Context: an optimization exercise on an open-source flow, tuned for small area. The choices shown serve that exercise and are no tape-out recipe.
At most, simulation tests tie the RTL to the original design; equivalence was not proved.
Power figures rest on the tool's default switching activity, not on a simulated workload.

==> flow/design.v <==
`timescale 1ns / 1ps
module FIFO
#(parameter data_width =32,parameter addr_width=4)
(input clk,
input rd_en,
input wr_en,
input [data_width-1:0] data_in,
input reset,
output reg [data_width-1:0] data_out,
output reg empty,
output reg full,
output reg [addr_width-1:0] data_counter
);
localparam depth = 2**addr_width;
reg [data_width-1:0] memory [depth-1:0];
wire rd_ok = rd_en & ~empty;
wire wr_ok = wr_en & ~full & ~rd_ok;
integer i;
always @(posedge clk) begin
    if (wr_ok) begin
        memory[0] <= data_in;
        for (i = 1; i < depth; i = i + 1)
            memory[i] <= memory[i-1];
    end
end
wire [depth-1:0] sel;
genvar g0;
generate
  for (g0 = 0; g0 < depth-1; g0 = g0 + 1) begin : s
    assign sel[g0] = (data_counter == g0+1);
  end
endgenerate
assign sel[depth-1] = full;
wire [depth:0] g;
generate
  for (g0 = 0; g0 < depth; g0 = g0 + 1) begin : gs
    assign g[g0] = sel[g0] & rd_en;
  end
endgenerate
assign g[depth] = ~rd_ok;
wire [data_width-1:0] t0, t1, t2, t3, t4, t5, u;
assign t0 = ~((memory[0]  & {data_width{g[0]}})  | (memory[1]  & {data_width{g[1]}})  | (memory[2]  & {data_width{g[2]}}));
assign t1 = ~((memory[3]  & {data_width{g[3]}})  | (memory[4]  & {data_width{g[4]}})  | (memory[5]  & {data_width{g[5]}}));
assign t2 = ~((memory[6]  & {data_width{g[6]}})  | (memory[7]  & {data_width{g[7]}})  | (memory[8]  & {data_width{g[8]}}));
assign t3 = ~((memory[9]  & {data_width{g[9]}})  | (memory[10] & {data_width{g[10]}}) | (memory[11] & {data_width{g[11]}}));
assign t4 = ~((memory[12] & {data_width{g[12]}}) | (memory[13] & {data_width{g[13]}}) | (memory[14] & {data_width{g[14]}}));
assign t5 = ~((memory[15] & {data_width{g[15]}}) | (data_out  & {data_width{g[16]}}));
assign u = t0 & t1 & t2 & t3;
wire [data_width-1:0] rd_data = ~(u & t4 & t5);
always @(posedge clk)
    data_out <= rd_data;
wire [addr_width-1:0] dc = data_counter;
wire [addr_width-1:0] dc_inc = {dc[3] ^ (dc[2] & dc[1] & dc[0]), dc[2] ^ (dc[1] & dc[0]),
                               dc[1] ^ dc[0], ~dc[0]};
wire [addr_width-1:0] dc_dec = {dc[3] ^ ~(dc[2] | dc[1] | dc[0]), dc[2] ^ ~(dc[1] | dc[0]),
                               dc[1] ^ ~dc[0], ~dc[0]};
always @(posedge clk) begin
    if (reset) begin
        data_counter <= 0;
        full <= 1'b0;
        empty <= 1'b1;
    end else if (rd_ok) begin
        data_counter <= dc_dec;
        full <= 1'b0;
        empty <= (data_counter == 1);
    end else if (wr_ok) begin
        data_counter <= dc_inc;
        full <= (data_counter == depth-1);
        empty <= 1'b0;
    end
end
endmodule
clock: 2.2 ns
lec_check: 0
cap_margin: 20
core_margin: 2
core_utilization: 75
slew_margin: 20
standard.sh (not shown) runs the stock make flow with config.mk's settings and CLKGATE_MAP_FILE= SYNTH_SCRIPT=/design/flow/synth_recipe.tcl, a recipe that flattens the netlist after the stock synthesis.
==> flow/flow/run.sh <==
#!/bin/bash
# Own layout flow: the standard ORFS flow, with two changes.
#  1. Synthesis is the standard one (synth_recipe.tcl via standard.sh), but ABC
#     maps the combinational logic with an area-oriented script
#     (flow/abc_area.script) instead of ORFS's delay-oriented abc_speed.script.
#     Flip-flops are mapped by dfflibmap before ABC runs, so the registers,
#     their names and cell types are exactly the standard synthesis's.
#  2. Ports are buffered with buf_1 instead of ORFS's default pick, clock tree
#     without dummy loads, and non-critical gates are downsized after global
#     routing (RECOVER_POWER).
# Each step's full output goes to a log file of its own in the work folder.
set -euo pipefail
cd "$(dirname "$0")/.."
W=$PWD

rm -rf "$W/scripts_abc"
cp -r "$FLOW_HOME/scripts" "$W/scripts_abc"
cp "$W/flow/abc_area.script" "$W/scripts_abc/abc_speed.script"

bash standard.sh synth SCRIPTS_DIR="$W/scripts_abc" > "$W/synth.log" 2>&1

bash standard.sh finish \
  BUFFER_PORTS_ARGS="-buffer_cell sky130_fd_sc_hd__buf_1" \
  CTS_ARGS="-sink_clustering_enable -repair_clock_nets -buf_list {sky130_fd_sc_hd__clkbuf_4 sky130_fd_sc_hd__clkbuf_8} -sink_clustering_size 16 -sink_clustering_max_diameter 60 -dont_use_dummy_load" \
  RECOVER_POWER=100 \
  > "$W/layout.log" 2>&1
==> flow/flow/abc_area.script <==
&get -n
&st
&dch
&nf -R 1000
&put
Then changed:
CORE_UTILIZATION = 80   (was 75)
SETUP_SLACK_MARGIN = 0.05   (was default)
=>
- global-route usage came out higher by 5.4 points
- total power came out higher by 0.86%
- fmax is about the same
- routed wire length came out higher by about 10%
Then changed:
CAP_MARGIN = 5   (was 20)
CORE_UTILIZATION = 75   (was 80)
SLEW_MARGIN = 5   (was 20)
=> The new run finished clean. Clock skew climbs by 0.0074 ns. Sequential share of layout area drops by 0.40 points. Sequential power hardly moves. Power drops by 0.77%. Sequential cell count is unchanged.
Then changed:
CAP_MARGIN = 20   (was 5)
CORE_UTILIZATION = 80   (was 75)
SLEW_MARGIN = 20   (was 5)
TNS_END_PERCENT = 0   (was default)
The new run completed with no timing, DRC or antenna violations.
Wire length is higher by about 5%.
Sequential cell count is unchanged.
Die area is lower by 6.1%.
Total power is higher by 0.34%.
Global-route usage is higher by 3.4 points.
Worst hold slack is better by 0.014 ns.
Design area is lower by 0.60%.
Count of clock-buffer cells in the layout stays the same.
Non-clock buffer count is lower by 7.
Utilization is higher by 5.4 points.
Cell count is lower by 1.3%.

* * *

RTL: the design.v shown in full above, as it stands there.
==> flow/config.mk <==
export PLATFORM = sky130hd
export DESIGN_NAME = FIFO
export DESIGN_NICKNAME = FIFO
export VERILOG_FILES = /design/flow/design.v
export SDC_FILE = /design/flow/constraint.sdc
export NUM_CORES = 4
export LEC_CHECK = 0
export CAP_MARGIN = 20
export CORE_MARGIN = 2
export CORE_UTILIZATION = 80
export GPL_ROUTABILITY_DRIVEN = 0
export SETUP_SLACK_MARGIN = 0.05
export SLEW_MARGIN = 20
==> flow/constraint.sdc <==
create_clock -name core_clock -period 2.2 [get_ports {clk}]
set_input_delay 0.4400 -clock core_clock [delete_from_list [all_inputs] [get_ports {clk}]]
set_output_delay 0.4400 -clock core_clock [all_outputs]
set_load 0.01 [all_outputs]
Scripts as last shown in full above: flow/flow/run.sh, flow/flow/abc_area.script
The starting point went through all stages and came out clean.
Change:
--- a/flow/flow/run.sh
+++ b/flow/flow/run.sh
@@ -24 +24 @@
-  CTS_ARGS="-sink_clustering_enable -repair_clock_nets -buf_list {sky130_fd_sc_hd__clkbuf_4 sky130_fd_sc_hd__clkbuf_8} -sink_clustering_size 16 -sink_clustering_max_diameter 60 -dont_use_dummy_load" \
+  CTS_ARGS="-sink_clustering_enable -repair_clock_nets -buf_list {sky130_fd_sc_hd__clkbuf_4 sky130_fd_sc_hd__clkbuf_8} -sink_clustering_size 19 -sink_clustering_max_diameter 45 -dont_use_dummy_load" \
Settings changed: CORE_UTILIZATION 80 to 75, GPL_ROUTABILITY_DRIVEN 0 to not set.
After rerunning:
- The changed run ran to the end with no violations
- worst hold slack hardly moves
- total power drops by 0.88%
- die area went up by 6.5%
- clock skew grows by 0.029 ns
- cell count climbs by 0.90%
- area after synthesis does not change
- routed wire length went down by about 9%
- global-route usage drops by 5.4 points
Change:
--- a/flow/flow/run.sh
+++ b/flow/flow/run.sh
@@ -24 +24 @@
-  CTS_ARGS="-sink_clustering_enable -repair_clock_nets -buf_list {sky130_fd_sc_hd__clkbuf_4 sky130_fd_sc_hd__clkbuf_8} -sink_clustering_size 19 -sink_clustering_max_diameter 45 -dont_use_dummy_load" \
+  CTS_ARGS="-sink_clustering_enable -repair_clock_nets -buf_list {sky130_fd_sc_hd__clkbuf_4 sky130_fd_sc_hd__clkbuf_8} -sink_clustering_size 16 -sink_clustering_max_diameter 60 -dont_use_dummy_load" \
==> flow/flow/abc_area.script (replaced) <==
&get -n
&st
&dch
&nf -R 1000
&put
topo
stime -c
upsize -c
dnsize -c
Result:
- worst setup slack degrades by 0.033 ns
- final area rises slightly
- power rises slightly
- utilization rises by 0.19 points
- via count rises by a few percent
- synthesized area rises slightly
- first-iteration DRC count rises by a few percent
Change:
==> flow/flow/abc_area.script (replaced) <==
&get -n
&st
&dch
&nf -R 1000
&put
What happened: The new run finished clean. Die area drops by 0.82%. Synthesized area fell by about 0.8%. Final cell count falls by 0.81%. Design area fell by about 0.6%. Critical path depth increases by 1. Core utilization goes down by 0.28 points.

* * *

== run 1 ==
FIFO, a different RTL version from the one above (not shown whole).
Size in the first run: ~920 cells after synthesis, about 74 I/O pins, about 0.019 mm² of cells after synthesis.
export LEC_CHECK = 0
export CAP_MARGIN = 20
export CORE_MARGIN = 2
export CORE_UTILIZATION = 75
export SETUP_SLACK_MARGIN = 0.05
export SLEW_MARGIN = 20
create_clock -name core_clock -period 2.2 [get_ports {clk}]
==> flow/flow/run.sh <==
#!/bin/bash
# Own layout flow: the standard ORFS flow, with two changes.
#  1. Synthesis is the standard one (synth_recipe.tcl via standard.sh), but ABC
#     maps the combinational logic with an area-oriented script
#     (flow/abc_area.script) instead of ORFS's delay-oriented abc_speed.script.
#     Flip-flops are mapped by dfflibmap before ABC runs, so the registers,
#     their names and cell types are exactly the standard synthesis's.
#  2. Ports are buffered with buf_1 instead of ORFS's default pick, clock tree
#     without dummy loads, and non-critical gates are downsized after global
#     routing (RECOVER_POWER).
# Each step's full output goes to a log file of its own in the work folder.
set -euo pipefail
cd "$(dirname "$0")/.."
W=$PWD

rm -rf "$W/scripts_abc"
cp -r "$FLOW_HOME/scripts" "$W/scripts_abc"
cp "$W/flow/abc_area.script" "$W/scripts_abc/abc_speed.script"

bash standard.sh synth SCRIPTS_DIR="$W/scripts_abc" > "$W/synth.log" 2>&1

bash standard.sh finish \
  BUFFER_PORTS_ARGS="-buffer_cell sky130_fd_sc_hd__buf_1" \
  CTS_ARGS="-sink_clustering_enable -repair_clock_nets -buf_list {sky130_fd_sc_hd__clkbuf_4} -sink_clustering_size 10 -sink_clustering_max_diameter 40 -dont_use_dummy_load" \
  RECOVER_POWER=100 \
  > "$W/layout.log" 2>&1
==> flow/flow/abc_area.script <==
&get -n
&st
&dch
&nf -R 1000
&put
Run 1: all stages complete, timing, DRC and antenna checks passed
Modified inputs, run 2 compared to run 1
- changing CORE_UTILIZATION from 75 to 85
--- a/flow/flow/run.sh
+++ b/flow/flow/run.sh
@@ -23,3 +23,3 @@
   BUFFER_PORTS_ARGS="-buffer_cell sky130_fd_sc_hd__buf_1" \
-  CTS_ARGS="-sink_clustering_enable -repair_clock_nets -buf_list {sky130_fd_sc_hd__clkbuf_4} -sink_clustering_size 10 -sink_clustering_max_diameter 40 -dont_use_dummy_load" \
+  CTS_ARGS="-sink_clustering_enable -repair_clock_nets -buf_list {sky130_fd_sc_hd__clkbuf_8 sky130_fd_sc_hd__clkbuf_16} -sink_clustering_size 30 -sink_clustering_max_diameter 60 -dont_use_dummy_load" \
   RECOVER_POWER=100 \
==> comparison <==
Of run 2 and run 1, just one finished clean: run 1. Run 2 is listed as incomplete: the tool reported an error in clock tree synthesis and the run ended there. In run 2 the die span in x turned out 5.9% lower than in run 1. Average cell area after synthesis: run 2 vs run 1 identical. Run 2 ends up with a worst slack at placement that is 0.30 ns lower than in run 1.
What run 3 does differently from run 2 at the input level:
- a change of CORE_UTILIZATION from 85 to 75
--- a/flow/flow/run.sh
+++ b/flow/flow/run.sh
@@ -23,4 +23,5 @@
   BUFFER_PORTS_ARGS="-buffer_cell sky130_fd_sc_hd__buf_1" \
-  CTS_ARGS="-sink_clustering_enable -repair_clock_nets -buf_list {sky130_fd_sc_hd__clkbuf_8 sky130_fd_sc_hd__clkbuf_16} -sink_clustering_size 30 -sink_clustering_max_diameter 60 -dont_use_dummy_load" \
+  CTS_ARGS="-sink_clustering_enable -repair_clock_nets -buf_list {sky130_fd_sc_hd__clkbuf_4 sky130_fd_sc_hd__clkbuf_8} -sink_clustering_size 16 -sink_clustering_max_diameter 60 -dont_use_dummy_load" \
   RECOVER_POWER=100 \
+  REMOVE_ABC_BUFFERS=1 \
   > "$W/layout.log" 2>&1
==> comparison <==
Run 3 finished end to end and its layout was clean on timing, DRC and antenna. Row number of cells in the design after placement: run 3 higher / run 2 lower. [run 3] clock buffer count from CTS rose 12 relative to run 2. Comparing run 3 against run 2, there is no change at all in share of the yosys chip area belonging to registers. Looking at run 3 and run 2, the maximum root-to-sink buffer count is a wash. Quantity of I/O buffers inserted on ports came out exactly the same in run 3 and run 2. Between run 2 and run 3, global placement routability congestion increased.
Setup changes, run 3 to run 4
- SETUP_SLACK_MARGIN no longer set, was 0.05
--- a/flow/flow/run.sh
+++ b/flow/flow/run.sh
@@ -8,4 +8,3 @@
 #  2. Ports are buffered with buf_1 instead of ORFS's default pick, clock tree
-#     without dummy loads, and non-critical gates are downsized after global
-#     routing (RECOVER_POWER).
+#     without dummy loads.
 # Each step's full output goes to a log file of its own in the work folder.
@@ -24,4 +23,2 @@
   CTS_ARGS="-sink_clustering_enable -repair_clock_nets -buf_list {sky130_fd_sc_hd__clkbuf_4 sky130_fd_sc_hd__clkbuf_8} -sink_clustering_size 16 -sink_clustering_max_diameter 60 -dont_use_dummy_load" \
-  RECOVER_POWER=100 \
-  REMOVE_ABC_BUFFERS=1 \
   > "$W/layout.log" 2>&1
==> comparison <==
Worst ir drop on vdd, run 3 and run 4: smaller value in run 3
The fmax in run 4 was lower than what run 3 gave.
Reported for run 3 and run 4, clock-buffer cell count turned out identical to the last digit.
When run 4 is measured against run 3, its sequential share of layout area turns out 0.16 points higher.
Going from run 3 to run 4, first-pass GRT wire length shrinks by 1.8 mm.
The run with more setup slack is run 3; run 4 has less.
Compared run 4 against run 3; power density normalized to cell area within noise.
Input changes introduced in run 5 (baseline for comparison: run 4):
- setting SETUP_SLACK_MARGIN to 0.05 for the first time
- changing CORE_UTILIZATION from 75 to 80
--- a/flow/flow/run.sh
+++ b/flow/flow/run.sh
@@ -8,3 +8,4 @@
 #  2. Ports are buffered with buf_1 instead of ORFS's default pick, clock tree
-#     without dummy loads.
+#     without dummy loads, and non-critical gates are downsized after global
+#     routing (RECOVER_POWER).
 # Each step's full output goes to a log file of its own in the work folder.
@@ -22,3 +23,4 @@
   BUFFER_PORTS_ARGS="-buffer_cell sky130_fd_sc_hd__buf_1" \
-  CTS_ARGS="-sink_clustering_enable -repair_clock_nets -buf_list {sky130_fd_sc_hd__clkbuf_4 sky130_fd_sc_hd__clkbuf_8} -sink_clustering_size 16 -sink_clustering_max_diameter 60 -dont_use_dummy_load" \
+  CTS_ARGS="-sink_clustering_enable -repair_clock_nets -buf_list {sky130_fd_sc_hd__clkbuf_8 sky130_fd_sc_hd__clkbuf_16} -sink_clustering_size 30 -sink_clustering_max_diameter 60 -dont_use_dummy_load" \
+  RECOVER_POWER=100 \
   > "$W/layout.log" 2>&1
### Flow results
Run 5 completed; timing, DRC and antenna clean. Run 5 ended up with a higher maximum number of pins on one net before global-route repair than run 4 did. A library cell contributing the largest single delay on the critical path of sky130_fd_sc_hd__a221oi_1 is what run 5 shows, while sky130_fd_sc_hd__dfxtp_2 belongs to run 4. Run 5 reports a higher clock skew after layout than run 4 does. Of run 4 and run 5, run 5 shows the lower H-tree depth, with run 4 above it. [compare] base=run 4 new=run 5: post-layout minimum cycle time grew by 0.044 ns, first-pass GRT wire length grew by 7.7 mm, number of multi-input logic gates held steady, clock share of power grew by 3.1 points.

* * *

Another version of the RTL of FIFO (not shown whole).
For scale: about 550 flip-flops, about 74 I/O pins, ~21,000 µm² of cells after synthesis.
==> flow/config.mk <==
export PLATFORM = sky130hd
export DESIGN_NAME = FIFO
export DESIGN_NICKNAME = FIFO
export VERILOG_FILES = /design/flow/design.v
export SDC_FILE = /design/flow/constraint.sdc
export NUM_CORES = 4
export LEC_CHECK = 0
export CAP_MARGIN = 20
export CORE_MARGIN = 2
export CORE_UTILIZATION = 40
export SLEW_MARGIN = 20
==> flow/constraint.sdc <==
create_clock -name core_clock -period 2.2 [get_ports {clk}]
set_input_delay 0.4400 -clock core_clock [delete_from_list [all_inputs] [get_ports {clk}]]
set_output_delay 0.4400 -clock core_clock [all_outputs]
set_load 0.01 [all_outputs]
run.sh (not shown) runs the stock make flow with config.mk's settings and CLKGATE_MAP_FILE= SYNTH_SCRIPT=/design/flow/synth_recipe.tcl, a recipe that flattens the netlist after the stock synthesis.
Stock flow here: none of the scripts above is used.
The baseline ran to the end with no violations.
Next try:
Settings changed: CORE_UTILIZATION 40 to 70, CTS_BUF_LIST set to sky130_fd_sc_hd__clkbuf_4 sky130_fd_sc_hd__clkbuf_8.
Outcome: Design area went down by 3.8%. Wire length is lower by 3.5%. Global-route usage grows by 12 points. Die area decreases by 42%. Register-to-register slack is better by 60 ps. Worst setup slack gains 11 ps. Synthesized cell count is unchanged. Clock power came out lower by 20%. Count of clock-buffer cells in the layout rises by 59. Critical path depth came out lower by 4.
No functional check of the RTL was part of any run of this note.

[afterwards: timing with drivers on the ports]
In the flow no input, the clock included, has a driving cell. The finished layouts below were timed again as built, in two steps.
Step 1 sets driving cells, clkbuf_16 on the clock port and buf_2 on the other inputs (assumed; they add their load-dependent delay and slew).
Step 2 times the ports against the registers' clock, not the clock port: input delays grow and output delays shrink by t, the midpoint of the rising clock arrivals with the driver on.
Slacks: ideal ports / drivers / drivers and shift; pairs: ideal ports / drivers.
run	t, ns	setup slack, ns	hold WS [ns]	worst data-port slew with drivers (ns)	cell pins on the clock port's net
the first run of note 1	0.609	0.100 / 0.100 / -0.293	0.027 / 0.000 / 0.419	0.04	1
the second run of note 1	0.609	0.099 / 0.099 / -0.170	0.038 / 0.017 / 0.449	0.05	1
the third run of note 1	0.613	0.130 / 0.130 / -0.266	0.025 / -0.003 / 0.421	0.04	1
the fourth run of note 1	0.584	0.061 / 0.061 / -0.123	0.038 / 0.022 / 0.419	0.04	1
the first run of note 2	0.609	0.099 / 0.099 / -0.170	0.038 / 0.017 / 0.449	0.05	1
the second run of note 2	0.595	0.093 / 0.093 / -0.260	0.037 / 0.014 / 0.415	0.04	1
the third run of note 2	0.617	0.060 / 0.060 / -0.425	0.021 / -0.002 / 0.425	0.04	1
the fourth run of note 2	0.613	0.130 / 0.130 / -0.266	0.025 / -0.003 / 0.421	0.04	1
run 1	0.711	0.131 / 0.131 / -0.090	0.086 / 0.062 / 0.415	0.04	1
run 3	0.607	0.114 / 0.114 / -0.165	0.022 / 0.004 / 0.419	0.08	1
run 4	0.607	0.096 / 0.096 / 0.066	0.023 / -0.001 / 0.432	0.03	1
run 5	0.623	0.052 / 0.052 / -0.069	0.005 / -0.014 / 0.436	0.05	1
the first run of note 4	0.661	0.054 / 0.019 / -0.068	0.379 / 0.347 / 0.437	0.04	1
the second run of note 4	0.639	0.065 / 0.017 / -0.060	0.385 / 0.361 / 0.439	0.09	1
With both steps, setup timing fails in 13 of these runs, where it was met with ideal ports. For the third run of note 2, which loses most, drivers alone change the setup slack by 0.000 ns; drivers and shift together by -0.485 ns.
